Context: an optimization exercise on an open-source flow, tuned for small area. The choices shown serve that exercise and are no tape-out recipe.
Function was checked by simulation only, so behaviour that the tests miss may differ from the original.
Power figures rest on the tool's default switching activity, not on a simulated workload. The flow treats the clock pin as an ideal source, which a real chip does not have.

$ cat design.v
`timescale 1ns/100ps
module sisc (clk, rst_f, imem_addr, imem_rdata, dmem_addr, dmem_wdata, dmem_we, dmem_rdata, halted);
  input         clk, rst_f;
  output [15:0] imem_addr;
  input  [31:0] imem_rdata;
  output [15:0] dmem_addr;
  output [31:0] dmem_wdata;
  output        dmem_we;
  input  [31:0] dmem_rdata;
  output        halted;
  reg  [4:0]  ph;         
  reg         rot;        
  reg         hlt;
  reg  [15:0] pc;
  reg  [3:0]  st;         
  reg         c;          
  reg         acc;        
  reg  [4:0]  k;          
  reg  [15:0] a;          
  reg  [31:0] t;          
  reg  [31:0] r1, r2, r3, r4, r5, r6, r7, r8, r9, r10, r11, r12, r13, r14, r15;
  wire [3:0] op = imem_rdata[31:28];
  wire [3:0] mm = imem_rdata[27:24];
  wire [3:0] rs = imem_rdata[23:20];
  wire [3:0] rt = imem_rdata[19:16];
  wire [3:0] rd = imem_rdata[15:12];
  wire [3:0] fn = imem_rdata[3:0];
  wire act   = ~hlt;
  wire mm8   = (mm == 4'd8);
  wire isalu = (op == 4'd8);
  wire immf  = isalu & mm8;
  wire regf  = isalu & ~mm8;
  wire islod = (op == 4'd1);
  wire isstr = (op == 4'd2);
  wire isls  = islod | isstr;
  wire isswp = (op == 4'd3);
  wire ishlt = (op == 4'd15);
  wire isbr  = (op == 4'd4) | (op == 4'd5) | (op == 4'd6);
  wire issh  = regf & (fn[3:2] == 2'b10);
  wire two   = isalu | isls | isswp;
  wire last  = two ? rot : 1'b1;
  wire pcp   = act & ~ishlt & last & ph[4];      
  wire r0    = ~rot;
  wire anys  = |(mm & st);
  wire tk    = isbr & ((op == 4'd6) ? ~anys : anys);
  wire rel   = ~(tk & ((op == 4'd4) | (op == 4'd6)));
  reg pa, pb;
  always @* begin
    case (rs)
      4'd1: pa = r1[0];   4'd2: pa = r2[0];   4'd3: pa = r3[0];   4'd4: pa = r4[0];
      4'd5: pa = r5[0];   4'd6: pa = r6[0];   4'd7: pa = r7[0];   4'd8: pa = r8[0];
      4'd9: pa = r9[0];   4'd10: pa = r10[0]; 4'd11: pa = r11[0]; 4'd12: pa = r12[0];
      4'd13: pa = r13[0]; 4'd14: pa = r14[0]; 4'd15: pa = r15[0];
      default: pa = 1'b0;
    endcase
    case (rt)
      4'd1: pb = r1[0];   4'd2: pb = r2[0];   4'd3: pb = r3[0];   4'd4: pb = r4[0];
      4'd5: pb = r5[0];   4'd6: pb = r6[0];   4'd7: pb = r7[0];   4'd8: pb = r8[0];
      4'd9: pb = r9[0];   4'd10: pb = r10[0]; 4'd11: pb = r11[0]; 4'd12: pb = r12[0];
      4'd13: pb = r13[0]; 4'd14: pb = r14[0]; 4'd15: pb = r15[0];
      default: pb = 1'b0;
    endcase
  end
  wire       ph0   = (ph[3:0] == 4'd0);
  wire       ibit  = (ph[4] & ~pcp) ? imem_rdata[15] : (ph0 ? imem_rdata[0] : a[0]);
  wire       pcbit = pc[ph[3:0]];
  wire inv   = issh ? fn[0] : (fn == 4'd2);
  wire first = ph0 & (ph[4] == pcp);
  wire xb    = pcp ? (rel & pcbit) : ((immf | (regf & ~issh) | (isls & ~mm8) | isswp) & pa);
  wire yb    = pcp ? (tk & ibit) : ((immf | isls) ? ibit : (regf & (pb ^ inv)));
  wire cin   = pcp ? rel : (regf & inv);
  wire ci    = first ? cin : c;
  wire sum   = xb ^ yb ^ ci;
  wire co    = (xb & yb) | (xb & ci) | (yb & ci);
  reg lg;
  always @* begin
    case (fn[1:0])
      2'b00: lg = ~pa;
      2'b01: lg = pa | pb;
      2'b10: lg = pa & pb;
      default: lg = pa ^ pb;
    endcase
  end
  wire res = (regf & fn[3]) ? 1'b0 : ((regf & fn[2]) ? lg : sum);
  wire [4:0] kn   = ~k;
  wire       tap  = t[31];
  wire       lsh  = issh & fn[1];
  wire       shv  = (lsh & fn[0] & (k == 5'd0)) ? pa : tap;
  wire       tin  = issh ? (pa & ~(lsh & (fn[0] ^ rot))) : (islod ? t[31] : pb);
  reg       we;
  reg [3:0] wa;
  reg       wb;
  always @* begin
    we = 1'b0;
    wa = rt;
    wb = res;
    if (act) begin
      if (r0) begin
        if (isalu & ~issh) begin we = 1'b1; wa = regf ? rd : rt; wb = res; end
        if (isswp)         begin we = 1'b1; wa = rt; wb = res; end
      end else begin
        if (issh)          begin we = 1'b1; wa = rd; wb = shv & ~(lsh & acc); end
        if (isswp)         begin we = 1'b1; wa = rs; wb = tap; end
        if (islod)         begin we = 1'b1; wa = rt; wb = tap; end
      end
    end
  end
  wire [15:0] wsel = we ? (16'd1 << wa) : 16'd0;
  always @(posedge clk) begin
    r1  <= {wsel[1]  ? wb : r1[0],  r1[31:1]};
    r2  <= {wsel[2]  ? wb : r2[0],  r2[31:1]};
    r3  <= {wsel[3]  ? wb : r3[0],  r3[31:1]};
    r4  <= {wsel[4]  ? wb : r4[0],  r4[31:1]};
    r5  <= {wsel[5]  ? wb : r5[0],  r5[31:1]};
    r6  <= {wsel[6]  ? wb : r6[0],  r6[31:1]};
    r7  <= {wsel[7]  ? wb : r7[0],  r7[31:1]};
    r8  <= {wsel[8]  ? wb : r8[0],  r8[31:1]};
    r9  <= {wsel[9]  ? wb : r9[0],  r9[31:1]};
    r10 <= {wsel[10] ? wb : r10[0], r10[31:1]};
    r11 <= {wsel[11] ? wb : r11[0], r11[31:1]};
    r12 <= {wsel[12] ? wb : r12[0], r12[31:1]};
    r13 <= {wsel[13] ? wb : r13[0], r13[31:1]};
    r14 <= {wsel[14] ? wb : r14[0], r14[31:1]};
    r15 <= {wsel[15] ? wb : r15[0], r15[31:1]};
  end
  wire [31:0] dw = {dmem_rdata[16:0], dmem_rdata[31:17]};
  wire [31:0] dwr;
  assign dwr = {dw[0], dw[1], dw[2], dw[3], dw[4], dw[5], dw[6], dw[7],
                dw[8], dw[9], dw[10], dw[11], dw[12], dw[13], dw[14], dw[15],
                dw[16], dw[17], dw[18], dw[19], dw[20], dw[21], dw[22], dw[23],
                dw[24], dw[25], dw[26], dw[27], dw[28], dw[29], dw[30], dw[31]};
  wire tld = islod & r0 & (ph == 5'd16);
  wire m16 = kn[4] ? t[15] : tin;
  wire m8  = kn[3] ? t[23] : m16;
  wire m4  = kn[2] ? t[27] : m8;
  wire m2  = kn[1] ? t[29] : m4;
  wire m1  = kn[0] ? t[30] : m2;
  always @(posedge clk) begin
    c <= co;
    if (tld) t <= dwr;
    else     t <= {m1, m2, t[28], m4, t[26:24], m8, t[22:16], m16, t[14:0], tin};
    if (r0) acc <= ((ph == 5'd0) ? 1'b0 : acc) | (issh ? (pb & (ph >= 5'd5)) : sum);
    if (r0 & (ph < 5'd5)) k <= {issh & sum, k[4:1]};
    if (ph0) a <= {sum, imem_rdata[15:1]};
    else     a <= {sum, a[15:1]};
  end
  wire stwe = act & r0 & (ph == 5'd31) & isalu & ((fn == 4'd1) | (fn == 4'd2));
  wire fsb  = (fn == 4'd2);
  always @(posedge clk or negedge rst_f) begin
    if (!rst_f) begin
      ph  <= 5'd0;
      rot <= 1'b0;
      hlt <= 1'b0;
      pc  <= 16'd0;
      st  <= 4'd0;
    end else begin
      ph  <= ph + 5'd1;
      hlt <= hlt | ishlt;
      if (ph == 5'd31) rot <= two & r0 & act;
      if (pcp & (ph == 5'd31)) pc <= {sum, a[15:1]};
      if (stwe) st <= {co ^ (regf & fsb),
                       ~(fsb ^ pa ^ pb) & (fsb ^ pb ^ sum),
                       sum,
                       ~(acc | sum)};
    end
  end
  assign imem_addr  = pc;
  assign dmem_addr  = a;
  assign dmem_we    = act & isstr & rot & (ph == 5'd16);
  assign dmem_wdata = {t[16], t[17], t[18], t[19], t[20], t[21], t[22], t[23],
                       t[24], t[25], t[26], t[27], t[28], t[29], t[30], t[31],
                       t[0], t[1], t[2], t[3], t[4], t[5], t[6], t[7],
                       t[8], t[9], t[10], t[11], t[12], t[13], t[14], t[15]};
  assign halted = hlt;
endmodule
$ cat flow/run.sh
#!/bin/bash
# Standard ORFS layout (standard synthesis unchanged). Changes from the standard flow's own
# layout: port buffers are buf_1; the clock tree uses sink clusters of up to 30
# flip-flops (clkbuf_16 each), no dummy loads, and clkbuf_4 root/tree buffers.
# ORFS writes each step's log under orfs/logs; make's output goes to flow_make.log.
set -euo pipefail
export BUFFER_PORTS_ARGS="-buffer_cell sky130_fd_sc_hd__buf_1"
export CTS_ARGS="-sink_clustering_enable -repair_clock_nets -dont_use_dummy_load -sink_clustering_size 30 -sink_clustering_max_diameter 100 -root_buf sky130_fd_sc_hd__clkbuf_4 -tree_buf sky130_fd_sc_hd__clkbuf_8"
bash standard.sh finish > flow_make.log 2>&1
$ cat standard.sh
#!/bin/bash
# synth_recipe.tcl (not shown) runs the flow's synth.tcl, then flattens the netlist and writes it again
# the make line also repeats each setting of config.mk as NAME=value (left out here)
make -C /OpenROAD-flow-scripts/flow DESIGN_CONFIG=/design/flow/config.mk WORK_HOME=/design/flow/orfs CLKGATE_MAP_FILE= SYNTH_SCRIPT=/design/flow/synth_recipe.tcl "${@:-finish}"
$ cat config.mk
export PLATFORM = sky130hd
export DESIGN_NAME = sisc
export DESIGN_NICKNAME = sisc
export VERILOG_FILES = /design/flow/design.v
export SDC_FILE = /design/flow/constraint.sdc
export NUM_CORES = 4
export LEC_CHECK = 0
export CAP_MARGIN = 20
export CORE_MARGIN = 2
export CORE_UTILIZATION = 70
export PLACE_DENSITY = 0.8
export SLEW_MARGIN = 20
$ cat constraint.sdc
create_clock -name core_clock -period 10.0 [get_ports {clk}]
set_input_delay 2.0000 -clock core_clock [delete_from_list [all_inputs] [get_ports {clk}]]
set_output_delay 2.0000 -clock core_clock [all_outputs]
set_load 0.01 [all_outputs]
==> summary.txt, run 1 <==
- Status: no timing/DRC/antenna violations
- Clock latency (worst-skew pair): just under 800 ps
- Core area: 20000 µm²
- CP Data Arrival Time: around 3300 ps
- GR Util All Layers: approximately a quarter
- Achievable Freq: between 150 and 200 MHz
- Hold crit path type: reg2reg
- Post-synthesis instance total: 953
- Post-CTS Hold Buffers: 0
- Placed Area: 14900 µm²
- Max-Cap Viols: 0
- YS warnings: 1
- Register area share after synthesis: 80.8%
- Routed wire length: roughly 25000 µm
- Share of post-route cells with drive strength above 1: a little under a tenth
- Post-synth EDFFs: 6
- Storage cell area: 11400 µm²
- Number of antenna violations at the first check in global routing: 2
- Crit Path Category: in2out
- Synthesized flop and latch total: around 560
- Area of the multi-input gates: around 2500 µm²
- Net Switching: 647 µW
- Yosys top cell area share: between 70 and 80%
- H-tree levels: 1
- ANT nets after route: 0
- Post-synth ARST share: under 10%
- Pwr dens: roughly 210 nW/µm²
- Root Driver: clkbuf_4
- First DRT Iteration DRCs: roughly 450
- RR Startpoint: ph[0]
- Ys flop type: dfxtp_1
- Area grow syn2layout: 8.68%
- Inserted Clock Buffers: 22
- Reg2reg end: r1[31]
- Worst-margin pin slew: approximately 1000 ps
- Commonest cells after routing, fill and taps aside: dfxtp_1 (529), buf_1 (131), nand2_1 (108)
- Drt pass-1 iters: 5
- Via-to-Cell Ratio: about 5.2
- Final Hold Fails: 0
- Req. time, crit path: approximately 8000 ps
- RSZ-0062 raised after global routing: no
- Setup-failing EPs final: 0
- Total gr overflow: 0
- Synth unique cells: 65
- Max IR drop VDD: a little over 200 µV
- Num Clock Sinks: around 560
- Layout fillers: approximately 1.1k
- Residual DRC: 0
- CP Max Fanout: 12
- Cts repair resizes: 0
- Full die area: between 20000 and 25000 µm²
- Hold Startpoint: r3[7]
- Vias in the first global route: roughly 7.1k
- Switching share of power: between 10% and 20%
- Area leader, netlist: dfxtp_1
- Final-stage net count: around 1.2k
- Main area contributors after synthesis: dfxtp_1 (75%), dfrtp_1 (4.8%), mux2_2 (3.4%)
- Pin count of the biggest net entering global routing: 32
- Commonest non-fill, non-tap cell in the layout: dfxtp_1
- Flop pwr share: between 60 and 70%
- Post-CTS Setup Inserts: 0
- Setup_tns: 0 ps
- Clock share of power: ~29%
- GPL Wtd Cong: between 0.8 and 0.9
- Port Buffer Count: between 100 and 150
- Row Count: 52
- # IOs: about 130
- Post-Syn Area: 14200 µm²
- Drt wl/cell: 18.5 µm
- Vias: roughly 7.0k
- Crit share post-route: approximately 53%
- Die H: about 150 µm
- Reg2reg path depth: 15
- Max_slew headroom: about a third
- CTS tree: yes
- Slew Viols, Final: 0
- Pleak: slightly above 0.006 µW
- Average size of a mapped cell: 14.9 µm²
- Crit end category: output pin
- Clk pin slew, worst setup/hold paths: 110 ps
- Pint: 2630 µW
- Hold Path End: r3[6]
- Min cycle time layout: between 5000 and 6000 ps
- Worst hold slack: between 200 and 250 ps
- Fin area: 15400 µm²
- Setup slack, reg-to-reg: 5520 ps
- Die Span X: between 100 and 150 µm
- Type of origin of the critical path: primary input
- Starting Density: a little over two thirds
- DPL Wire Length: around 16000 µm
- Dpl cells: approximately 1.3k
- First-pass GRT wire length: between 30000 and 40000 µm
- Hold depth: 0
- Clock skew: 114 ps
- Final non-filler cell total: between 1k and 1.5k
- Combinational share of power: 2.1%
- Clock tree buffer depth: 3
[worst max path at each step]
stage                   start  endpoint  slack, ps  depth (start not counted)
2_1_floorplan  imem_rdata[17]   r10[31]       4800                         13
3_3_place_gp   imem_rdata[17]   r15[31]       4260                         12
3_5_place_dp   imem_rdata[21]   r13[31]       4080                         13
4_1_cts        imem_rdata[29]   dmem_we       4740                          5
5_1_grt        imem_rdata[21]    r2[31]       4500                         13
6_report       imem_rdata[29]   dmem_we       4720                          5
[cell families after synthesis]
family | count (synthesis) | share of synthesized area, %
AOI/OAI and AO/OA | 64 | 3.28
xor gates and xnor gates | 8 | 0.495
adders and majority gates | 7 | 0.671
buffers and inverters | 38 | 1.30
DFF | 562 | 80.8
muxes | 72 | 6.62
and+or+nand+nor | 202 | 6.84
[state kept, by name (all words and copies together), names as in the netlist, 16 cells and up]
register / cells
r10: 32
r11: 32
r12: 32
r13: 32
r14: 32
r15: 32
r1: 32
r2: 32
r3: 32
r4: 32
r5: 32
r6: 32
r7: 32
r8: 32
r9: 32
t: 32
a: 16
pc: 16
[routing by layer]
metal | track usage (%) | share of wire, %
met5 | 0 | 0
met4 | 5.15 | 1.5
met3 | 3.47 | 5.8
met2 | 39.4 | 48
met1 | 34.4 | 45
[synth_stat cells, drive strengths merged, types with 4 or more instances]
cell type  count
nor2          28
nor2b          5
clkbuf        16
ha             6
mux2i         10
dfxtp        529
a21o           4
nand3b         5
a31oi          6
nor4b          6
nand2b         5
nand2        108
xor2           4
a21oi         16
nor3b          4
mux2          51
edfxtp         6
nand3         14
dfrtp         27
mux4          11
xnor2          4
nor3           6
o21ai          9
buf           13
inv            9
[through the flow]
step / setup slack [ps] / total power, µW / utilization [%]
after floorplan: 4800 / 2350 / -
after global placement: 4260 / 2380 / 74.3
after detailed placement: 4080 / 2390 / 74.3
after CTS: 4740 / 3300 / 76.8
after global routing: 4500 / 3380 / 76.8
final: 4720 / 3280 / 76.8
[cell type report]
class                           count  share of cell area [%]
Sequential cell                   562                    74.3
Inverter                            9                   0.219
Clock buffer                       22                    3.23
Antenna cell                        2                  0.0325
Tap cell                          270                    2.19
Multi-Input combinational cell    353                    16.5
Timing Repair Buffer              136                    3.44
[power by group through the flow]
| stage | registers, µW | logic (µW) | clock network (µW) |
|---|---|---|---|
| CTS | 2270 | 69.6 | 964 |
| floorplan | 2320 | 35.5 | 0 |
| global route | 2270 | 76.4 | 1040 |
| finish | 2270 | 70.0 | 944 |
| detailed placement | 2320 | 68.6 | 0 |
| global placement | 2320 | 67.5 | 0 |
[worst max-delay path, stage by stage]
cell      delay (ps)
buf_1            390
nand2b_1         130
or3_1            370
nor3_1           220
buf_1            190
==> inputs of run 2 (changes only) <==
==> flow/run.sh (replaced) <==
#!/bin/bash
# Standard ORFS layout (standard synthesis unchanged). Changes from the standard flow's own
# layout: port buffers are buf_1; the clock tree uses sink clusters of up to 32
# flip-flops within 120 um (clkbuf_16 each), no dummy loads, and clkbuf_4
# root/tree buffers; buffers that ABC inserted are removed at floorplan and
# non-critical gates are downsized after global routing (RECOVER_POWER).
# ORFS writes each step's log under orfs/logs; make's output goes to flow_make.log.
set -euo pipefail
export BUFFER_PORTS_ARGS="-buffer_cell sky130_fd_sc_hd__buf_1"
export CTS_ARGS="-sink_clustering_enable -repair_clock_nets -dont_use_dummy_load -sink_clustering_size 32 -sink_clustering_max_diameter 120 -root_buf sky130_fd_sc_hd__clkbuf_4 -tree_buf sky130_fd_sc_hd__clkbuf_4"
export RECOVER_POWER=100
export REMOVE_ABC_BUFFERS=1
bash standard.sh finish > flow_make.log 2>&1
--- a/config.mk
+++ b/config.mk
@@ -7,6 +7,6 @@
 export LEC_CHECK = 0
 export CAP_MARGIN = 20
 export CORE_MARGIN = 2
-export CORE_UTILIZATION = 70
-export PLACE_DENSITY = 0.8
+export CORE_UTILIZATION = 75
+export PLACE_DENSITY = 0.85
 export SLEW_MARGIN = 20
==> summary.txt, run 2 <==
- CP Data Arrival Time: between 6000 and 7000 ps
- Worst hold slack: 286 ps
- Setup slack, reg-to-reg: about 4800 ps
- SO Viols: capacitance limit, slew limit
- Post-synthesis instance total: ~950
- Row Count: 50
- Setup_tns: 0 ps
- Clk pin slew, worst setup/hold paths: 120 ps
- Port Buffer Count: between 100 and 150
- Leading post-synthesis cells by instance count: dfxtp_1 (529), nand2_1 (108), mux2_2 (43)
- Crit share post-route: about three fifths
- Crit Path Category: in2reg
- GR Util All Layers: between 30 and 40%
- Final-stage net count: 1156
- Synth unique cells: 65
- Vias: ~7.5k
- Full die area: approximately 20000 µm²
- Max IR drop VDD: 250 µV
- RR Startpoint: ph[0]
- # IOs: ~130
- Synth Area in Simple Gates: ~6.8%
- Drt pass-1 iters: 8
- Pin count of the biggest net entering global routing: 33
- Reg2reg path depth: 15
- Post-Syn Area: 14200 µm²
- Commonest cells after routing, fill and taps aside: dfxtp_1 (529), buf_1 (129), nand2_1 (108)
- Achievable Freq: between 150 and 200 MHz
- Share of post-route cells with drive strength above 1: under 10%
- Die Span X: 141 µm
- Type of origin of the critical path: primary input
- Average size of a mapped cell: 14.9 µm²
- Yosys top cell area share: between 70% and 80%
- Synthesized flop and latch total: between 500 and 600
- Hold crit path type: reg2reg
- Setup-failing EPs final: 0
- Post-CTS Hold Buffers: 0
- Pleak: 0.00615 µW
- Clock tree buffer depth: 3
- Register area share after synthesis: ~81%
- Commonest non-fill, non-tap cell in the layout: dfxtp_1
- Num Clock Sinks: about 560
- Total gr overflow: 0
- Fin area: 15300 µm²
- Main area contributors after synthesis: dfxtp_1 (75%), dfrtp_1 (4.8%), mux2_2 (3.4%)
- CTS tree: yes
- First-pass GRT wire length: between 40000 and 50000 µm
- Routed wire length: 29900 µm
- RSZ-0062 raised after global routing: no
- Mux contribution to synthesized area: between 6 and 7%
- First DRT Iteration DRCs: 735
- XOR/XNOR Fraction of Synth Area: less than 1%
- Clock latency (worst-skew pair): slightly below 800 ps
- Area grow syn2layout: 7.83%
- Worst-margin pin slew: 1520 ps
- Starting Density: 76.0%
- H-tree levels: 1
- Pwr dens: between 200 and 250 nW/µm²
- Residual DRC: 0
- Post-synth EDFFs: 6
- Drt wl/cell: approximately 23 µm
- Clock skew: 67.1 ps
- Max-Cap Viols: 1
- ANT nets after route: 0
- Crit end category: flop
- CP endpoint: r3[31]
- Top-count cell post-synth: dfxtp_1
- Die H: between 100 and 150 µm
- Core area: between 15000 and 20000 µm²
- Synth Area in Compound Gates: under 10%
- Slew Viols, Final: 28
- Cts repair resizes: 0
- Inserted Clock Buffers: 21
- GPL Wtd Cong: 0.888
- Reg2reg end: r3[31]
- Root Driver: clkbuf_4
- DPL Wire Length: 17400 µm
- Number of antenna violations at the first check in global routing: 3
- Min cycle time layout: slightly above 6000 ps
- Final Hold Fails: 0
- Post-CTS Setup Inserts: 0
- Vias in the first global route: slightly below 8k
- Placed Area: roughly 15000 µm²
- Ys flop type: dfxtp_1
- Area leader, netlist: dfxtp_1
- Max_slew headroom: -1.62%
- Via-to-Cell Ratio: around 5.7
- YS warnings: 1
- Req. time, crit path: around 11000 ps
- Post-synth ARST share: between 4 and 5%
- CP Max Fanout: 15
- Largest family of logic cells by synthesized area: simple AND/OR/NAND/NOR gates
- Status: failed layout checks
- Worst Setup SP: imem_rdata[29]
- Post-synthesis adder-cell area fraction: less than 1%
## run 2: cell counts after synthesis
No cell type changed its count.
## run 2: worst min-delay path by stage
stage,startpoint,endpoint,slack [ps],cells past startpoint
after floorplan,r10[1],r10[0],310,0
after global placement,r14[30],r14[29],310,0
after detailed placement,r15[28],r15[27],310,0
after CTS,r13[28],r13[27],270,0
after global routing,r15[11],r15[10],280,0
final,r15[11],r15[10],290,0
## run 2: layer usage
| layer | up-vias | wire length (µm) | GRT usage (%) |
|---|---|---|---|
| li1 | 3378 | - | - |
| met1 | 3561 | 11600 | 39.8 |
| met2 | 446 | 14200 | 50.1 |
| met3 | 124 | 2810 | 7.36 |
| met4 | 2 | 1210 | 11.4 |
| met5 | - | 7 | 0 |
## run 2: cell families after synthesis
kind of cell / count (synthesis)
flops: 562
simple gates: 202
mux: 72
compound gates: 64
buf+inv: 38
xor+xnor: 8
fa+ha+maj: 7
## run 2: power by group
part / switching, µW / total [µW] / internal, µW
registers: 10.3 / 2270 / 2260
clock network: 614 / 948 / 334
logic: 47.7 / 74.3 / 26.7
## run 2: through the flow
stage / util, % / power [µW] / setup slack (ps) / cells
6_report: 81.9 / 3290 / 3830 / 1316
3_5_place_dp: 79.6 / 2390 / 3990 / 1294
3_3_place_gp: 79.6 / 2380 / 4290 / 1294
2_1_floorplan: - / 2350 / 4770 / 924
4_1_cts: 82.2 / 3290 / 4520 / 1315
5_1_grt: 81.9 / 3370 / 3330 / 1316
## run 2: critical path: stages
cell and delay [ps]:
clkbuf_1 220, nor4b_1 1200, nor3_1 200, o21a_1 290
and2_0 240, nor4_1 300, a31o_2 170, fa_1 540
a21oi_1 200, a221oi_1 90, nand3_1 120, nand4_1 590
mux2_1 620
## run 2: final cells by class
| type | instances | area [µm²] |
|---|---|---|
| timing repair buffer | 136 | 518 |
| inverter | 9 | 33.8 |
| tap | 234 | 293 |
| multi-input combinational | 353 | 2510 |
| sequential | 562 | 11400 |
| clock buffer | 21 | 473 |
| antenna | 1 | 2.50 |
| fill | 870 | 3370 |
==> inputs of run 3 (changes only) <==
--- a/config.mk
+++ b/config.mk
@@ -7,6 +7,6 @@
 export LEC_CHECK = 0
 export CAP_MARGIN = 20
 export CORE_MARGIN = 2
-export CORE_UTILIZATION = 75
-export PLACE_DENSITY = 0.85
+export CORE_UTILIZATION = 62
+export PLACE_DENSITY = 0.75
 export SLEW_MARGIN = 20
==> summary.txt, run 3 <==
- Drt wl/cell: roughly 16 µm
- Layout fillers: 1592
- Synth Area in Simple Gates: between 6 and 7%
- Clock tree buffer depth: 3
- CP Max Fanout: 15
- Residual DRC: 0
- RR Startpoint: ph[0]
- Max_slew headroom: -0.0551%
- GPL Wtd Cong: 0.857
- Synthesized flop and latch total: around 560
- Util after Layout: between 60 and 70%
- Area of the multi-input gates: about 2500 µm²
- Storage cell area: ~11000 µm²
- Clock skew: 54.6 ps
- ANT nets after route: 0
- Row Count: 55
- Full die area: approximately 24000 µm²
- Inserted Clock Buffers: 21
- Max IR drop VDD: around 170 µV
- Starting Density: 62.9%
- Hold crit path type: reg2reg
- Post-Syn Area: roughly 14000 µm²
- Main area contributors after synthesis: dfxtp_1 (75%), dfrtp_1 (4.8%), mux2_2 (3.4%)
- Crit end category: flop
- Cts repair resizes: 0
- Post-synth ARST share: under 10%
- Share of post-route cells with drive strength above 1: ~8.4%
- XOR/XNOR Fraction of Synth Area: less than 1%
- Routed wire length: 22000 µm
- Clk pin slew, worst setup/hold paths: 110 ps
- Post-synth EDFFs: 6
- Synth unique cells: 65
- Yosys top cell area share: between 70% and 80%
- Commonest non-fill, non-tap cell in the layout: dfxtp_1
- Via-to-Cell Ratio: 4.96
- Num Clock Sinks: 562
- Pin count of the biggest net entering global routing: 33
- Clock share of power: 28.0%
- # IOs: 132
- Status: failed layout checks
- Commonest cells after routing, fill and taps aside: dfxtp_1 (529), buf_1 (129), nand2_1 (108)
- CP Data Arrival Time: 6480 ps
- Crit Path Category: in2reg
- Crit path max-delay family: simple AND/OR/NAND/NOR gates
- Hold Startpoint: r12[20]
- Placed Area: about 15000 µm²
- Die Span X: approximately 160 µm
- Leading post-synthesis cells by instance count: dfxtp_1 (529), nand2_1 (108), mux2_2 (43)
- Pint: around 2600 µW
- Slowest stage delay, CP: approximately 1100 ps
- SO Viols: capacitance limit, slew limit
- WP buf/inv: 1
- Post-synthesis adder-cell area fraction: 0.671%
- Reg2reg path depth: 15
- Achievable Freq: roughly 170 MHz
- Final-stage net count: ~1.2k
- CP Depth: 13
- Slew Viols, Final: 27
- Switching share of power: around 19%
- RSZ-0062 raised after global routing: no
- Min cycle time layout: around 5900 ps
- Vias in the first global route: ~6.5k
- Clock latency (worst-skew pair): around 750 ps
- GR Util All Layers: 18.1%
- Crit share post-route: 58.9%
- Ys flop type: dfxtp_1
- Cell Chain, Critical Path: clkbuf_1, nor4b_1, nor3_1, o21a_1, and2_0, nor4_1, a31o_2, fa_1, a21oi_1, a221oi_1, nand3_1, nand4_1, mux2_1
- Max-Cap Viols: 1
- First DRT Iteration DRCs: roughly 390
- Final Hold Fails: 0
- Combinational share of power: around 2.1%
- Top-count cell post-synth: dfxtp_1
- Final Power: ~3200 µW
- Pwr dens: 212 nW/µm²
- Fin area: 15300 µm²
- Root Driver: clkbuf_4
- Pleak: slightly above 0.006 µW
- Die H: about 160 µm
- Core area: 22500 µm²
- Reg2reg end: r14[31]
- Mux contribution to synthesized area: 6.62%
- Area leader, netlist: dfxtp_1
- Setup slack, reg-to-reg: 4790 ps
- First-pass GRT wire length: roughly 35000 µm
- Area grow syn2layout: 8.28%
- Setup_tns: 0 ps
- Post-synthesis instance total: about 950
- Post-CTS Hold Buffers: 0
- H-tree levels: 1
- Post-CTS Setup Inserts: 0
- Hold Path End: r12[19]
- DPL Wire Length: roughly 14000 µm
- CTS tree: yes
- Register area share after synthesis: a little over 80%
- Vias: around 6.8k
- Type of origin of the critical path: primary input
- YS warnings: 1
- Flop pwr share: between 60% and 70%
- Total gr overflow: 0
- Net Switching: about 630 µW
- Worst-margin pin slew: between 1500 and 2000 ps
- Largest family of logic cells by synthesized area: simple AND/OR/NAND/NOR gates
- Port Buffer Count: roughly 130
- Average size of a mapped cell: roughly 15 µm²
- Number of antenna violations at the first check in global routing: 1
- Req. time, crit path: roughly 11000 ps
- Hold depth: 0
- Drt pass-1 iters: 4
- Slowest CP cell: nor4b_1
- Setup-failing EPs final: 0
- Synth Area in Compound Gates: 3.28%
[run 3: through the flow]
step                      instances  hold slack, ps  setup slack [ps]
after CTS                      1366             297              4730
after detailed placement       1345             312              4200
after global routing           1367             299              3590
after floorplan                 924             310              4770
after global placement         1345             311              4270
final                          1367             295              4110
[run 3: worst max-delay path by stage]
stage / start / end / slack [ps]
3_5_place_dp: imem_rdata[17] / r13[31] / 4200
3_3_place_gp: imem_rdata[17] / r12[31] / 4270
2_1_floorplan: imem_rdata[30] / r12[31] / 4770
6_report: imem_rdata[31] / r14[31] / 4110
4_1_cts: imem_rdata[29] / dmem_we / 4730
5_1_grt: imem_rdata[31] / r6[31] / 3590
[run 3: cell families (layout without fill, tap and decap cells)]
logic type / Yosys count / after routing
xor gates and xnor gates: 8 / 8
adders and majority gates: 7 / 7
buffers and inverters: 38 / 166
other: 0 / 1
muxes: 72 / 72
AOI/OAI and AO/OA: 64 / 64
and+or+nand+nor: 202 / 202
DFF: 562 / 562
[run 3: layout make-up]
type	count	area share (%)
Antenna cell	1	0.0163
Sequential cell	562	74.6
Tap cell	285	2.33
Clock buffer	21	3.08
Inverter	9	0.220
Timing Repair Buffer	136	3.38
Multi-Input combinational cell	353	16.3
[run 3: power groups by stage]
stage               Sequential [µW]  Clock [µW]  Combinational (µW)
floorplan                      2320           0                29.4
global placement               2320           0                68.0
detailed placement             2320           0                68.6
CTS                            2270         937                69.0
global route                   2270        1010                75.4
finish                         2270         909                68.0
[run 3: routing by layer]
metal / GRT usage [%] / up-vias / part of all wire, %
li1: - / 3384 / -
met1: 26.8 / 3186 / 49
met2: 28.7 / 178 / 44
met3: 2.79 / 30 / 5.4
met4: 3.97 / 0 / 1.4
met5: 0 / - / 0
==> inputs of run 4 (changes only) <==
--- a/config.mk
+++ b/config.mk
@@ -7,6 +7,6 @@
 export LEC_CHECK = 0
 export CAP_MARGIN = 20
 export CORE_MARGIN = 2
-export CORE_UTILIZATION = 62
-export PLACE_DENSITY = 0.75
+export CORE_UTILIZATION = 70
+export PLACE_DENSITY = 0.8
 export SLEW_MARGIN = 20
==> summary.txt, run 4 <==
- Status: no timing/DRC/antenna violations
- Slowest stage delay, CP: between 1000 and 1500 ps
- Routed wire length: between 20000 and 25000 µm
- Leading post-synthesis cells by instance count: dfxtp_1 (529), nand2_1 (108), mux2_2 (43)
- Synthesized flop and latch total: approximately 560
- Residual DRC: 0
- GPL Wtd Cong: slightly above 0.9
- DPL Wire Length: 15200 µm
- Cell Chain, Critical Path: clkbuf_1, nor4b_1, nor3_1, o21a_1, o21ai_0, o31a_1, a22oi_1, o2bb2ai_1, fa_1, a21oi_1, a221oi_1, nand3_1, nand4_1, mux2_1
- Pleak: a little over 0.006 µW
- Max-Cap Viols: 0
- Register area share after synthesis: roughly four fifths
- GR Util All Layers: 22.3%
- Commonest non-fill, non-tap cell in the layout: dfxtp_1
- Met2 usage: roughly 36%
- Reg2reg path depth: 15
- Num Clock Sinks: around 560
- Slew Viols, Final: 0
- Share of post-route cells with drive strength above 1: slightly above 8%
- Die H: 146 µm
- Post-synth EDFFs: 6
- Main area contributors after synthesis: dfxtp_1 (75%), dfrtp_1 (4.8%), mux2_2 (3.4%)
- Post-synthesis instance total: roughly 950
- Area leader, netlist: dfxtp_1
- Post-CTS Hold Buffers: 0
- Slowest CP cell: nor4b_1
- Yosys top cell area share: about 75%
- Max_slew headroom: ~4%
- Crit share post-route: between 50% and 60%
- Final non-filler cell total: around 1.4k
- Average size of a mapped cell: 14.9 µm²
- Dpl cells: 1330
- Setup-failing EPs final: 0
- CTS tree: yes
- Final Hold Fails: 0
- H-tree levels: 1
- Synth unique cells: 65
- Pin count of the biggest net entering global routing: 33
- Cts repair resizes: 0
- # IOs: between 100 and 150
- Root Driver: clkbuf_4
- Vias in the first global route: around 7k
- Via-to-Cell Ratio: 5.18
- Met1 usage: between 30% and 40%
- Final-stage net count: ~1.2k
- Clock tree buffer depth: 3
- Port Buffer Count: 131
- Achievable Freq: about 170 MHz
- Ys flop type: dfxtp_1
- Clock latency (worst-skew pair): roughly 770 ps
- Drt wl/cell: 17.4 µm
- Max IR drop VDD: slightly below 200 µV
- Total gr overflow: 0
- Util after Layout: about three quarters
- Clk pin slew, worst setup/hold paths: between 100 and 150 ps
- Top-count cell post-synth: dfxtp_1
- ANT nets after route: 0
- Die Span X: between 100 and 150 µm
- Grt met3 use: 3.78%
- Crit Path Category: in2reg
- RSZ-0062 raised after global routing: no
- Clock skew: roughly 38 ps
- Area grow syn2layout: 8.14%
- Post-CTS Setup Inserts: 0
- Starting Density: a little over two thirds
- Number of antenna violations at the first check in global routing: 1
- First-pass GRT wire length: ~38000 µm
- Req. time, crit path: about 11000 ps
- Vias: about 7k
- Post-synth ARST share: between 4 and 5%
- Hold crit path type: reg2reg
- Drt pass-1 iters: 6
- Busiest grt layer: met2
- Hold depth: 0
- Full die area: around 21000 µm²
- Type of origin of the critical path: primary input
- Pwr dens: approximately 210 nW/µm²
- YS warnings: 1
- Crit end category: flop
- Post-Syn Area: ~14000 µm²
- First DRT Iteration DRCs: 432
- CP Data Arrival Time: about 6500 ps
- Core area: between 20000 and 25000 µm²
- Setup_tns: 0 ps
- Layout fillers: between 1k and 1.5k
- Worst-margin pin slew: about 1400 ps
- Min cycle time layout: between 5000 and 6000 ps
- Row Count: 52
- CP Max Fanout: 15
- Inserted Clock Buffers: 21
- Commonest cells after routing, fill and taps aside: dfxtp_1 (529), buf_1 (129), nand2_1 (108)
==> run 4: cell counts after synthesis <==
No cell type changed its count.
==> run 4: worst max-delay path, delay by kind of cell <==
| family | cells | cell delay (ps) |
|---|---|---|
| compound gates | 7 | 1180 |
| fa+ha+maj | 1 | 580 |
| buf+inv | 1 | 310 |
| mux | 1 | 550 |
| simple gates | 4 | 1860 |
==> run 4: metrics by stage <==
step                power, µW  hold WS, ps  cell area [µm²]  setup WS, ps
finish                   3260          297            15300          4150
global route             3360          283            15300          3700
CTS                      3280          298            15400          4740
detailed placement       2380          312            14900          4190
global placement         2380          310            14900          4280
floorplan                2350          310            14000          4770
==> run 4: cell type report <==
cell class,count,area [µm²],area share (%)
Tap cell,270,338,2.21
Inverter,9,33.8,0.221
Multi-Input combinational cell,353,2510,16.4
Clock buffer,21,473,3.09
Timing Repair Buffer,136,518,3.38
Antenna cell,1,2.50,0.0163
Sequential cell,562,11400,74.7
==> run 4: routing by layer <==
| metal | share of wire (%) | up-vias |
|---|---|---|
| met5 | 0 | - |
| met4 | 1.4 | 0 |
| met3 | 5.6 | 27 |
| met2 | 47 | 205 |
| met1 | 46 | 3380 |
| li1 | - | 3397 |
==> run 4: kinds of logic (layout without fill, tap and decap cells) <==
group | count (synthesis) | count (layout) | synth area share [%]
xor gates and xnor gates | 8 | 8 | 0.495
AOI/OAI and AO/OA | 64 | 64 | 3.28
and+or+nand+nor | 202 | 202 | 6.84
DFF | 562 | 562 | 80.8
adders and majority gates | 7 | 7 | 0.671
other | 0 | 1 | 0
muxes | 72 | 72 | 6.62
buffers and inverters | 38 | 166 | 1.30
==> run 4: worst paths after layout <==
| path | start | slack (ps) | end |
|---|---|---|---|
| worst max-delay path | imem_rdata[31] | 4150 | r1[31] |
| worst min-delay path | r12[19] | 300 | r12[18] |
| worst max register to register | ph[0] | 4730 | r1[31] |
| worst min register to register | r12[19] | 300 | r12[18] |
| max in group asynchronous | rst_f | 7500 | pc[10] |
| min in group asynchronous | rst_f | 1640 | pc[1] |
==> run 4: power breakdown <==
group / internal (µW) / switching, µW / leakage, µW
clock: 333 / 593 / 0.000236
combinational: 26.6 / 40.7 / 0.00124
sequential: 2260 / 9.36 / 0.00467
total: 2620 / 643 / 0.00615
==> inputs of run 5 (changes only) <==
--- a/flow/run.sh
+++ b/flow/run.sh
@@ -10,4 +10,5 @@
 export CTS_ARGS="-sink_clustering_enable -repair_clock_nets -dont_use_dummy_load -sink_clustering_size 32 -sink_clustering_max_diameter 120 -root_buf sky130_fd_sc_hd__clkbuf_4 -tree_buf sky130_fd_sc_hd__clkbuf_4"
 export RECOVER_POWER=100
 export REMOVE_ABC_BUFFERS=1
+export POST_GLOBAL_ROUTE_TCL="$PWD/flow/post_grt.tcl"
 bash standard.sh finish > flow_make.log 2>&1
==> flow/post_grt.tcl (new file) <==
# After the power-recovery downsizing, fix any slew or capacitance it broke.
global_route -start_incremental
repair_design -slew_margin 20 -cap_margin 20
global_route -end_incremental
==> summary.txt, run 5 <==
- Status: no timing/DRC/antenna violations
- Full die area: ~21000 µm²
- Achievable Freq: 174 MHz
- Inserted Clock Buffers: 21
- Post-synth EDFFs: 6
- Crit end category: output pin
- Die H: roughly 150 µm
- Setup-failing EPs final: 0
- Layout fillers: 1206
- Main area contributors after synthesis: dfxtp_1 (75%), dfrtp_1 (4.8%), mux2_2 (3.4%)
- Pint: approximately 2600 µW
- H-tree levels: 1
- Max-Cap Viols: 0
- Clock share of power: 28.4%
- Total gr overflow: 0
- Ys flop type: dfxtp_1
- Req. time, crit path: approximately 8000 ps
- Final-stage net count: 1156
- Yosys top cell area share: between 70 and 80%
- Commonest cells after routing, fill and taps aside: dfxtp_1 (529), buf_1 (129), nand2_1 (108)
- Clock latency (worst-skew pair): 770 ps
- Routed wire length: 23500 µm
- Core area: between 20000 and 25000 µm²
- Share of post-route cells with drive strength above 1: ~8.4%
- Port Buffer Count: about 130
- Hold Startpoint: r12[19]
- Synthesized flop and latch total: ~560
- Placed Area: around 15000 µm²
- Worst setup margin: 4240 ps
- Num Clock Sinks: about 560
- Dpl cells: between 1k and 1.5k
- Worst-margin pin slew: approximately 1000 ps
- Hold Path End: r12[18]
- ANT nets after route: 0
- Final Hold Fails: 0
- Reg2reg path depth: 15
- CTS tree: yes
- Post-synth ARST share: around 4.8%
- # IOs: between 100 and 150
- Synth unique cells: between 60 and 70
- Pin count of the biggest net entering global routing: 33
- Starting Density: a little over two thirds
- CP Data Arrival Time: approximately 3800 ps
- Post-CTS Setup Inserts: 0
- Average size of a mapped cell: between 10 and 15 µm²
- Clock tree buffer depth: 3
- Hold depth: 0
- Root Driver: clkbuf_4
- CP Max Fanout: 14
- YS warnings: 1
- Crit Path Category: reg2out
- Max IR drop VDD: between 150 and 200 µV
- RR Startpoint: ph[0]
- Reg2reg end: r1[31]
- Crit share post-route: slightly below 60%
- First DRT Iteration DRCs: 430
- First-pass GRT wire length: about 38000 µm
- Flop pwr share: 69.5%
- Post-Syn Area: about 14000 µm²
- Drt wl/cell: 17.4 µm
- Post-synthesis instance total: roughly 950
- Number of antenna violations at the first check in global routing: 1
- Drt pass-1 iters: 5
- Setup_tns: 0 ps
- GR Util All Layers: 22.3%
- Worst Setup SP: ph[0]
- Pre-CTS setup slack: 4190 ps
- Vias in the first global route: 6959
- Setup slack, reg-to-reg: ~4700 ps
- Combinational share of power: 2.1%
- Final non-filler cell total: around 1.4k
- Fin area: between 15000 and 20000 µm²
- Post-CTS Hold Buffers: 0
- Max_slew headroom: 31.1%
- GPL Wtd Cong: just over 0.9
- DPL Wire Length: between 15000 and 20000 µm
- Clock skew: about 40 ps
- Die Span X: 146 µm
- Switching share of power: approximately a fifth
- Commonest non-fill, non-tap cell in the layout: dfxtp_1
- Min cycle time layout: roughly 5800 ps
- Row Count: 52
- Vias: between 7k and 8k
- Type of origin of the critical path: flop
- Area leader, netlist: dfxtp_1
- Top-count cell post-synth: dfxtp_1
- Register area share after synthesis: 80.8%
- Pwr dens: about 210 nW/µm²
- Pleak: around 0.0062 µW
- Area grow syn2layout: 8.20%
- Via-to-Cell Ratio: approximately 5.2
- Residual DRC: 0
- Leading post-synthesis cells by instance count: dfxtp_1 (529), nand2_1 (108), mux2_2 (43)
- Hold crit path type: reg2reg
- Net Switching: about 640 µW
- Cts repair resizes: 0
- Slew Viols, Final: 0
- Clk pin slew, worst setup/hold paths: between 100 and 150 ps
==> run 5: cell counts after synthesis <==
Identical to the previous run, type by type.
==> run 5: worst max path at each step <==
stage | endpoint
after floorplan | r12[31]
after global placement | r14[31]
after detailed placement | r12[31]
after CTS | dmem_we
final | dmem_we
==> run 5: power by group through the flow <==
| stage | clock network [µW] | logic (µW) | registers [µW] |
|---|---|---|---|
| global placement | 0 | 66.5 | 2320 |
| CTS | 944 | 68.2 | 2270 |
| finish | 926 | 67.5 | 2270 |
| detailed placement | 0 | 67.5 | 2320 |
| floorplan | 0 | 29.4 | 2320 |
==> run 5: cell type report <==
cell class	instances	area (µm²)	share of cell area (%)
Antenna cell	1	2.50	0.0163
Inverter	9	33.8	0.220
Tap cell	270	338	2.20
Timing Repair Buffer	136	519	3.39
Sequential cell	562	11400	74.7
Clock buffer	21	473	3.09
Multi-Input combinational cell	353	2510	16.4
==> run 5: metal layers <==
metal	GRT usage [%]	wire (µm)	up-vias
met4	4.71	340	0
li1	-	-	3395
met2	36.3	11000	223
met5	0	0	-
met1	32.3	10800	3386
met3	3.78	1420	27
==> run 5: kinds of logic after synthesis <==
group	Yosys count	share of synthesized area, %
and+or+nand+nor	202	6.84
DFF	562	80.8
muxes	72	6.62
adders and majority gates	7	0.671
buffers and inverters	38	1.30
xor gates and xnor gates	8	0.495
AOI/OAI and AO/OA	64	3.28
==> run 5: metrics by stage <==
step / util, % / hold WS (ps) / total power, µW
floorplan: - / 310 / 2350
finish: 76.5 / 297 / 3260
CTS: 76.7 / 298 / 3280
global placement: 74.3 / 310 / 2380
detailed placement: 74.3 / 312 / 2380
==> run 5: critical path, cell delays in order (launching register included) <==
cell      delay (ps)
dfrtp_1          550
inv_1            140
ha_1             140
nor3b_1          820
clkbuf_1         690
nand2_1          260
nor3_1           250
buf_1            170
==> inputs of run 6 (changes only) <==
--- a/config.mk
+++ b/config.mk
@@ -7,6 +7,6 @@
 export LEC_CHECK = 0
 export CAP_MARGIN = 20
 export CORE_MARGIN = 2
-export CORE_UTILIZATION = 70
-export PLACE_DENSITY = 0.8
+export CORE_UTILIZATION = 75
+export PLACE_DENSITY = 0.85
 export SLEW_MARGIN = 20
==> summary.txt, run 6 <==
- CTS tree: yes
- Residual DRC: 0
- Max_slew headroom: between 30% and 40%
- Clk pin slew, worst setup/hold paths: between 100 and 150 ps
- Clock latency (worst-skew pair): approximately 790 ps
- Synth unique cells: 65
- Req. time, crit path: 10610 ps
- Port Buffer Count: about 130
- Max-Cap Viols: 0
- H-tree levels: 1
- Register area share after synthesis: 80.8%
- Setup-failing EPs final: 0
- Total gr overflow: 0
- Pleak: 0.00616 µW
- Share of post-route cells with drive strength above 1: slightly above 8%
- CP Data Arrival Time: approximately 6600 ps
- Post-synthesis instance total: around 950
- Post-synth ARST share: 4.80%
- Post-synth EDFFs: 6
- Vias: 7602
- Full die area: about 20000 µm²
- Root Driver: clkbuf_4
- Type of origin of the critical path: primary input
- Core area: ~19000 µm²
- Post-CTS Setup Inserts: 0
- Top-count cell post-synth: dfxtp_1
- ANT nets after route: 0
- Status: no timing/DRC/antenna violations
- Clock skew: a little over 70 ps
- Die H: roughly 140 µm
- Slew Viols, Final: 0
- Inserted Clock Buffers: 21
- Min cycle time layout: 5950 ps
- Slowest CP cell: fa_1
- Drt pass-1 iters: 6
- Clock tree buffer depth: 3
- Commonest cells after routing, fill and taps aside: dfxtp_1 (529), buf_1 (129), nand2_1 (108)
- Commonest non-fill, non-tap cell in the layout: dfxtp_1
- # IOs: about 130
- Max IR drop VDD: 250 µV
- YS warnings: 1
- Post-Syn Area: ~14000 µm²
- DPL Wire Length: about 17000 µm
- Die Span X: approximately 140 µm
- Final-stage net count: between 1k and 1.5k
- Worst setup margin: between 4000 and 5000 ps
- Post-CTS Hold Buffers: 0
- Pwr dens: between 200 and 250 nW/µm²
- GR Util All Layers: between 30% and 40%
- Ys flop type: dfxtp_1
- Row Count: 50
- Average size of a mapped cell: 14.9 µm²
- Pre-CTS setup slack: 3990 ps
- Worst-margin pin slew: 976 ps
- Final Hold Fails: 0
- Drt wl/cell: 22.7 µm
- Hold crit path type: reg2reg
- Yosys top cell area share: around 75%
- Cell Chain, Critical Path: buf_1, nor4b_1, a31oi_1, o311a_1, a21oi_2, nor4_1, a31o_2, fa_1, a21oi_1, a221oi_1, nand3_1, nand4_1, mux2_1
- Cts repair resizes: 0
- Leading post-synthesis cells by instance count: dfxtp_1 (529), nand2_1 (108), mux2_2 (43)
- Starting Density: approximately 76%
- Slowest stage delay, CP: between 600 and 700 ps
- Crit end category: flop
- Vias in the first global route: around 7.7k
- Pin count of the biggest net entering global routing: 33
- Main area contributors after synthesis: dfxtp_1 (75%), dfrtp_1 (4.8%), mux2_2 (3.4%)
- First-pass GRT wire length: roughly 46000 µm
- Crit share post-route: 59.5%
- Synthesized flop and latch total: 562
- Achievable Freq: 168 MHz
- Num Clock Sinks: ~560
- CP Max Fanout: 15
- First DRT Iteration DRCs: slightly below 800
- Crit Path Category: in2reg
- Area grow syn2layout: 7.91%
- GPL Wtd Cong: about 0.9
- Setup_tns: 0 ps
- Number of antenna violations at the first check in global routing: 3
- Area leader, netlist: dfxtp_1
- Routed wire length: roughly 30000 µm
- Via-to-Cell Ratio: around 5.8
==> run 6: cell counts after synthesis <==
No cell type changed its count.
==> run 6: logic make-up (layout without fill, tap and decap cells) <==
logic type      after synthesis  in the layout  synth area share [%]
buf+inv                      38            166                  1.30
flops                       562            562                  80.8
other cells                   0              2                     0
mux                          72             72                  6.62
compound gates               64             64                  3.28
simple gates                202            202                  6.84
xor+xnor                      8              8                 0.495
fa+ha+maj                     7              7                 0.671
==> run 6: worst max-delay path, delay by kind of cell <==
kind	cells	cell delay (ps)
AND/OR/NAND/NOR	4	1440
AO/OA/AOI/OAI	6	1400
adder cells (fa/ha/maj)	1	640
multiplexers	1	630
buffers and inverters	1	430
==> run 6: area by class of cell <==
type / count / area, µm²
Clock buffer: 21 / 473
Inverter: 9 / 33.8
Antenna cell: 2 / 5.00
Timing Repair Buffer: 136 / 520
Multi-Input combinational cell: 353 / 2510
Sequential cell: 562 / 11400
Tap cell: 234 / 293
Fill cell: 871 / 3360
==> run 6: per-stage QoR <==
step	cell area, µm²	instances	power [µW]	hold WS [ps]	util (%)
after floorplan	14000	924	2350	310	-
after global placement	14800	1294	2380	311	79.6
after detailed placement	14800	1294	2390	312	79.6
after CTS	15300	1315	3290	272	82.2
final	15300	1317	3290	280	82.0
==> run 6: path summary, 6_finish.rpt <==
| path | from | end | slack [ps] | cells past startpoint |
|---|---|---|---|---|
| setup / recovery | imem_rdata[22] | r3[31] | 4050 | 13 |
| hold / removal | r15[11] | r15[10] | 280 | 0 |
| setup reg to reg | ph[0] | r3[31] | 5190 | 15 |
| hold reg to reg | r15[11] | r15[10] | 280 | 0 |
| max in group asynchronous | rst_f | pc[12] | 8170 | 2 |
| min in group asynchronous | rst_f | pc[2] | 1370 | 2 |
==> run 6: where the power goes <==
group          internal (µW)  total (µW)  switching (µW)
clock network            334         946             612
registers               2260        2270            10.2
logic                   26.7        74.5            47.8
total                   2620        3290             670
==> run 6: routing by layer <==
metal / up-vias / GRT usage [%] / share of wire, %
li1: 3384 / - / -
met1: 3614 / 39.8 / 39
met2: 473 / 50.1 / 47
met3: 129 / 7.36 / 9.4
met4: 2 / 11.4 / 4.4
met5: - / 0 / 0.023
==> inputs of run 7 (changes only) <==
--- a/flow/run.sh
+++ b/flow/run.sh
@@ -3,7 +3,8 @@
 # layout: port buffers are buf_1; the clock tree uses sink clusters of up to 32
 # flip-flops within 120 um (clkbuf_16 each), no dummy loads, and clkbuf_4
 # root/tree buffers; buffers that ABC inserted are removed at floorplan and
-# non-critical gates are downsized after global routing (RECOVER_POWER).
+# non-critical gates are downsized after global routing (RECOVER_POWER), then
+# repair_design runs again (flow/post_grt.tcl) to fix any slew this causes.
 # ORFS writes each step's log under orfs/logs; make's output goes to flow_make.log.
 set -euo pipefail
 export BUFFER_PORTS_ARGS="-buffer_cell sky130_fd_sc_hd__buf_1"
--- a/config.mk
+++ b/config.mk
@@ -7,6 +7,6 @@
 export LEC_CHECK = 0
 export CAP_MARGIN = 20
 export CORE_MARGIN = 2
-export CORE_UTILIZATION = 75
-export PLACE_DENSITY = 0.85
+export CORE_UTILIZATION = 70
+export PLACE_DENSITY = 0.8
 export SLEW_MARGIN = 20
==> summary.txt, run 7 <==
- Post-CTS Setup Inserts: 0
- Status: no timing/DRC/antenna violations
- Post-synth ARST share: under 10%
- Hold Path End: r12[18]
- Area grow syn2layout: 8.20%
- Row Count: 52
- Area leader, netlist: dfxtp_1
- Die H: 146 µm
- Vias: about 7.0k
- Leading post-synthesis cells by instance count: dfxtp_1 (529), nand2_1 (108), mux2_2 (43)
- Reg2reg end: r1[31]
- Crit end category: output pin
- Residual DRC: 0
- CP Data Arrival Time: roughly 3800 ps
- Hold crit path type: reg2reg
- Setup_tns: 0 ps
- Via-to-Cell Ratio: 5.20
- YS warnings: 1
- CTS tree: yes
- Vias in the first global route: 6959
- DPL Wire Length: 15200 µm
- Share of post-route cells with drive strength above 1: under 10%
- Reg2reg path depth: 15
- Hold Startpoint: r12[19]
- Inserted Clock Buffers: 21
- Post-CTS Hold Buffers: 0
- Worst-margin pin slew: about 1000 ps
- Full die area: between 20000 and 25000 µm²
- Max IR drop VDD: between 150 and 200 µV
- First DRT Iteration DRCs: between 400 and 500
- Clock tree buffer depth: 3
- Clk pin slew, worst setup/hold paths: 120 ps
- Min cycle time layout: slightly below 6000 ps
- Post-synthesis instance total: approximately 950
- Clock latency (worst-skew pair): 770 ps
- Commonest cells after routing, fill and taps aside: dfxtp_1 (529), buf_1 (129), nand2_1 (108)
- Req. time, crit path: ~8000 ps
- Cts repair resizes: 0
- Root Driver: clkbuf_4
- RR Startpoint: ph[0]
- Crit share post-route: between 50% and 60%
- Synth unique cells: 65
- Max_slew headroom: around 31%
- Port Buffer Count: approximately 130
- Max-Cap Viols: 0
- Setup-failing EPs final: 0
- Final Hold Fails: 0
- Worst hold slack: a little under 300 ps
- Top-count cell post-synth: dfxtp_1
- Core area: roughly 20000 µm²
- Die Span X: roughly 150 µm
- Commonest non-fill, non-tap cell in the layout: dfxtp_1
- ANT nets after route: 0
- H-tree levels: 1
- Average size of a mapped cell: 14.9 µm²
- First-pass GRT wire length: between 30000 and 40000 µm
- Main area contributors after synthesis: dfxtp_1 (75%), dfrtp_1 (4.8%), mux2_2 (3.4%)
- Starting Density: 70.7%
- Pwr dens: 213 nW/µm²
- CP Max Fanout: 14
- Fin area: between 15000 and 20000 µm²
- Post-Syn Area: ~14000 µm²
- Number of antenna violations at the first check in global routing: 1
- Clock skew: approximately 40 ps
- Crit Path Category: reg2out
- Slowest stage delay, CP: a little over 800 ps
- Register area share after synthesis: 80.8%
- Placed Area: 14900 µm²
- Layout fillers: around 1.2k
- # IOs: roughly 130
- Achievable Freq: roughly 170 MHz
- Post-synth EDFFs: 6
- Hold depth: 0
- Ys flop type: dfxtp_1
- Cell Chain, Critical Path: inv_1, ha_1, nor3b_1, clkbuf_1, nand2_1, nor3_1, buf_1
- GPL Wtd Cong: about 0.91
- Drt pass-1 iters: 5
- Pleak: between 0.006 and 0.007 µW
- Total gr overflow: 0
- GR Util All Layers: between 20 and 25%
- Synthesized flop and latch total: about 560
- Type of origin of the critical path: flop
- Setup slack, reg-to-reg: around 4700 ps
- Final-stage net count: about 1.2k
- Slew Viols, Final: 0
- Pin count of the biggest net entering global routing: 33
- Slowest CP cell: nor3b_1
- Num Clock Sinks: 562
- Routed wire length: 23500 µm
- Drt wl/cell: around 17 µm
- Yosys top cell area share: around three quarters
==> run 7: cell counts after synthesis <==
No cell type changed its count.
==> run 7: worst max path at each step <==
stage / from / end / slack (ps)
2_1_floorplan: imem_rdata[30] / r12[31] / 4770
3_3_place_gp: imem_rdata[17] / r14[31] / 4280
3_5_place_dp: imem_rdata[17] / r12[31] / 4190
4_1_cts: imem_rdata[29] / dmem_we / 4740
6_report: ph[0] / dmem_we / 4240
==> run 7: power breakdown <==
| group | switching, µW | internal [µW] | total, µW |
|---|---|---|---|
| combinational | 40.8 | 26.7 | 67.5 |
| sequential | 9.36 | 2260 | 2270 |
| clock | 593 | 333 | 926 |
| total | 643 | 2620 | 3260 |
==> run 7: worst max-delay path, delay by kind of cell, from the launching register on <==
kind	cells	cell delay, ps
adder cells (fa/ha/maj)	1	140
buffers and inverters	3	1000
flip-flops	1	550
AND/OR/NAND/NOR	3	1330
==> run 7: logic make-up (layout without fill, tap and decap cells) <==
group,Yosys count,in the layout,share of synthesized area [%]
buffers and inverters,38,166,1.30
muxes,72,72,6.62
adders and majority gates,7,7,0.671
DFF,562,562,80.8
AOI/OAI and AO/OA,64,64,3.28
other,0,1,0
and+or+nand+nor,202,202,6.84
xor gates and xnor gates,8,8,0.495
==> run 7: cell type report <==
| class | instances | area (µm²) | area share [%] |
|---|---|---|---|
| sequential | 562 | 11400 | 74.7 |
| multi-input combinational | 353 | 2510 | 16.4 |
| timing repair buffer | 136 | 519 | 3.39 |
| clock buffer | 21 | 473 | 3.09 |
| tap | 270 | 338 | 2.20 |
| inverter | 9 | 33.8 | 0.220 |
| antenna | 1 | 2.50 | 0.0163 |
==> run 7: through the flow <==
stage | util (%) | setup WS (ps) | total power [µW] | cells
after floorplan | - | 4770 | 2350 | 924
after global placement | 74.3 | 4280 | 2380 | 1330
after detailed placement | 74.3 | 4190 | 2380 | 1330
after CTS | 76.7 | 4740 | 3280 | 1351
final | 76.5 | 4240 | 3260 | 1352
==> run 7: per-layer routing <==
metal | track usage (%) | vias to the layer above | wire, µm | share of wire (%)
met5 | 0 | - | 0 | 0
met4 | 4.71 | 0 | 340 | 1.4
met3 | 3.78 | 27 | 1420 | 6.1
met2 | 36.3 | 223 | 11000 | 47
met1 | 32.3 | 3386 | 10800 | 46
li1 | - | 3395 | - | -

separate check: timing with driven ports:
How much do the figures lean on ideal ports? The routed layouts below were timed once more, with nothing changed but the port constraints. Step 1 (the two cells are an assumption about what drives the block):
set clk [get_ports {clk}]
set_driving_cell -lib_cell sky130_fd_sc_hd__clkbuf_16 $clk
set_driving_cell -lib_cell sky130_fd_sc_hd__buf_2 [delete_from_list [all_inputs] $clk]
Step 2 adds t to the input delays and takes it off the output delays; t is the mean of the earliest and latest rising clock arrival at the registers after step 1. Input paths then give back, and output paths get back, about the clock's delay inside the block. a / b / c = ideal ports / drivers / drivers and shift; a / b = the first two.
run | t (ns) | setup WS [ns] | latest minus earliest clock arrival (ns) | worst slew at a driven data input, ns
run 1 | 0.780 | 4.716 / 4.684 / 3.942 | 0.115 / 0.114 | 0.06
run 2 | 0.799 | 3.829 / 3.850 / 3.050 | 0.071 / 0.071 | 0.07
run 3 | 0.763 | 4.112 / 4.128 / 3.365 | 0.057 / 0.058 | 0.07
run 4 | 0.790 | 4.151 / 4.165 / 3.374 | 0.046 / 0.045 | 0.06
run 5 | 0.789 | 4.237 / 4.194 / 3.826 | 0.047 / 0.047 | 0.06
run 6 | 0.799 | 4.054 / 4.065 / 3.266 | 0.075 / 0.075 | 0.07
run 7 | 0.789 | 4.237 / 4.194 / 3.826 | 0.047 / 0.047 | 0.06
The setup slack of run 6, which loses most, moves by +0.011 ns with the drivers and by -0.788 ns with both steps.
